Context: an optimization exercise on an open-source flow, tuned for small area, a short achievable clock period and few clock cycles. The choices shown serve that exercise and are no tape-out recipe. Only simulation tests tie the RTL to the original design; equivalence was not proved. Power is estimated from default activity; no workload was simulated.

== the previous run ==
Design CONV, start of the top module:
module CONV(
  input             clk,
  input             reset,
  output reg        busy,
  input             ready,
  output reg [11:0] iaddr,
  input      [19:0] idata,
  output reg        cwr,
  output reg [11:0] caddr_wr,
  output reg [19:0] cdata_wr,
  output            crd,
  output reg [11:0] caddr_rd,
  input      [19:0] cdata_rd,
  output reg [2:0]  csel
);
  assign crd = 1'b1;
  localparam S_IDLE = 2'd0, S_OPS = 2'd1, S_FLUSH = 2'd2, S_DONE = 2'd3;
  reg [1:0] st;
  reg [6:0] R;             
  reg [5:0] c;
  reg [1:0] ph;
  reg [6:0] n;             
  reg       op1, fl1;
  reg [6:0] R1; reg [5:0] c1; reg [1:0] ph1;
  reg       opm, flm;
  reg [6:0] Rm; reg [5:0] cm; reg [1:0] phm;
  reg       op2, fl2;
  reg [6:0] n2;            
  reg v1;   
  wire signed [19:0] Xin = v1 ? idata : 20'sd0;
  reg [19:0] m0, m1;       
  reg [19:0] b0, b1;       
  reg pcap0, pcap1, pev0, pev1, ccap0, ccap1, last;
  reg first2, col0, WRok;
  reg [1:0] slot2;
  reg [6:0] WR;            
  reg [5:0] WC;
  wire [6:0] WRm = (cm >= 6'd2) ? Rm : Rm - 7'd1;
  always @(posedge clk) begin
    first2 <= (phm == ((Rm == 7'd0) ? 2'd1 : 2'd0));
    col0   <= (cm == 6'd0);
  ...
export LEC_CHECK = 0
export CAP_MARGIN = 20
export CORE_MARGIN = 2
export CORE_UTILIZATION = 40
export SLEW_MARGIN = 20
export SETUP_SLACK_MARGIN = 5.4
create_clock -name core_clock -period 9.0 [get_ports {clk}]
standard.sh (not shown) runs the stock make flow with config.mk's settings and CLKGATE_MAP_FILE= SYNTH_SCRIPT=/design/flow/synth_recipe.tcl, a recipe that flattens the netlist after the stock synthesis.
==> flow/flow/run.sh <==
#!/bin/bash
set -e
cfg="${FLOW_CONFIG:-config.mk}"
if grep -q '^export SETUP_SLACK_MARGIN' "$cfg"; then
  sed -i 's/^export SETUP_SLACK_MARGIN.*/export SETUP_SLACK_MARGIN = 5.4/' "$cfg"
else
  echo 'export SETUP_SLACK_MARGIN = 5.4' >> "$cfg"
fi
grep -n SETUP_SLACK_MARGIN "$cfg" > run_config.log
bash standard.sh > standard.log 2>&1
Testbench counts of the previous run, summed over its fixed seeds: cycles 73,806.
Here is what was changed in the inputs of the current run compared with the previous run.
Settings: setting CTS_CLUSTER_SIZE to 25 for the first time; setting CTS_BUF_LIST to sky130_fd_sc_hd__clkbuf_16 for the first time; setting CTS_CLUSTER_DIAMETER to 100 for the first time; changing SETUP_SLACK_MARGIN from 5.4 to 5.0.
==> flow/run.sh (new file) <==
#!/bin/bash
# synth_recipe.tcl (not shown) runs the flow's synth.tcl, then flattens the netlist and writes it again
# the make line also repeats each setting of config.mk as NAME=value (left out here)
make -C /OpenROAD-flow-scripts/flow DESIGN_CONFIG=/design/flow/config.mk WORK_HOME=/design/flow/orfs CLKGATE_MAP_FILE= SYNTH_SCRIPT=/design/flow/synth_recipe.tcl finish
removed: flow/flow/run.sh
removed: flow/standard.sh
Findings:
The number of flops mapped to enable cells by yosys on the previous run is in line with that on the current run.
Comparing combinational power share for the current run and the previous run, the bigger number came from the current run.
Changes observed in the current run relative to the previous run: final core area utilization fell 2.6 points; combinational cell power went down about 9%; sum of met3 wire segment lengths after detailed routing now smaller; insertion delay to the later sink of the worst-skew pair fell 90 ps.
Looking at part of the power in registers, the current run sits 14 points higher than the previous run does.
Fmax, the current run and the previous run, lower one = the current run.
In the reports for the current run and the previous run, the smaller global placement routability congestion belongs to the previous run.
Summary of the current run over the previous run: cell area after layout went down by 4000 um2; growth of design area from synthesis to finish now sits lower.
Looking at first element of the critical path, the cdata_rd[1] result is from the previous run; the SEL0[2] one comes from the current run.

* * *

CONV again, from the RTL that the note above started with.
Settings: LEC_CHECK=0, CAP_MARGIN=20, CORE_MARGIN=2, CORE_UTILIZATION=40, CTS_BUF_LIST=sky130_fd_sc_hd__clkbuf_16, CTS_CLUSTER_DIAMETER=100, CTS_CLUSTER_SIZE=25, SLEW_MARGIN=20, SETUP_SLACK_MARGIN=5.4; clock period 9.0 ns.
==> flow/flow/run.sh <==
#!/bin/bash
set -e
cfg="${FLOW_CONFIG:-config.mk}"
if grep -q '^export SETUP_SLACK_MARGIN' "$cfg"; then
  sed -i 's/^export SETUP_SLACK_MARGIN.*/export SETUP_SLACK_MARGIN = 5.4/' "$cfg"
else
  echo 'export SETUP_SLACK_MARGIN = 5.4' >> "$cfg"
fi
grep -n SETUP_SLACK_MARGIN "$cfg" > run_config.log
bash standard.sh > standard.log 2>&1
The starting point went through all stages and came out clean.
Testbench counts at the start, summed over its fixed seeds: cycles 73,806.
Then changed:
Settings changed: CORE_UTILIZATION 40 to 55.
What happened: Worst setup slack is worse by 0.031 ns. Sequential cell count does not change. Wire length hardly moves. Hold slack is better by 0.0055 ns. Fmax shrinks by 0.82%.

* * *

## red
Starting RTL as in the previous note.
clock: 9.0 ns
lec_check: 0
cap_margin: 20
core_margin: 2
core_utilization: 40
cts_buf_list: sky130_fd_sc_hd__clkbuf_16
cts_cluster_diameter: 100
cts_cluster_size: 25
place_density: 0.75
slew_margin: 20
setup_slack_margin: 5.4
Scripts as last shown in full above: flow/flow/run.sh
Testbench counts of red, summed over its fixed seeds: cycles 73,806.
Input-level comparison between blue and red:
Settings: PLACE_DENSITY no longer set, was 0.75; CTS_CLUSTER_SIZE no longer set, was 25; SETUP_SLACK_MARGIN now 5.0, was 5.4; CTS_BUF_LIST no longer set, was sky130_fd_sc_hd__clkbuf_16; CTS_CLUSTER_DIAMETER no longer set, was 100.
==> flow/run.sh (new file) <==
#!/bin/bash
# synth_recipe.tcl (not shown) runs the flow's synth.tcl, then flattens the netlist and writes it again
# the make line also repeats each setting of config.mk as NAME=value (left out here)
make -C /OpenROAD-flow-scripts/flow DESIGN_CONFIG=/design/flow/config.mk WORK_HOME=/design/flow/orfs CLKGATE_MAP_FILE= SYNTH_SCRIPT=/design/flow/synth_recipe.tcl finish
removed: flow/flow/run.sh
removed: flow/standard.sh
- On shortest clock period the worst path allows after layout, the lower figure sits with red, not blue.
- met3 routing resource usage after global routing ends up lower on blue.
- blue vs. red: global-route usage now larger, number of vias in the routed layout now smaller, clock tree buffer count of the final layout now larger.

[re-timing with driven ports]
The flow's constraints put no driver on any port. The routed layouts listed below were extracted and timed again, unchanged, in two steps. Step 1 sets driving cells, clkbuf_16 on the clock port and buf_2 on the other inputs (assumed; they add their load-dependent delay and slew). Step 2, shift: input delay + t, output delay - t, t = (earliest + latest rising clock arrival at the registers) / 2. This alone moves slack from input paths to output paths. Three values: ideal ports, drivers, drivers and shift; two values: the first two.
run | t (ns) | setup slack, ns | slew at the worst register clock pin (ns)
the previous run | 0.837 | 5.305 / 5.341 / 4.504 | 0.07 / 0.07
the current run | 0.776 | 5.047 / 5.047 / 4.355 | 0.12 / 0.12
the first run of note 2 | 0.789 | 5.250 / 5.297 / 4.508 | 0.12 / 0.12
the second run of note 2 | 0.774 | 5.219 / 5.219 / 4.559 | 0.11 / 0.11
red | 0.778 | 5.117 / 5.117 / 4.652 | 0.12 / 0.12
blue | 0.840 | 5.075 / 5.075 / 4.312 | 0.07 / 0.07
After both steps every run listed still meets setup and hold. The setup slack of the previous run, which loses most, moves by +0.036 ns with the drivers and by -0.801 ns with both steps.
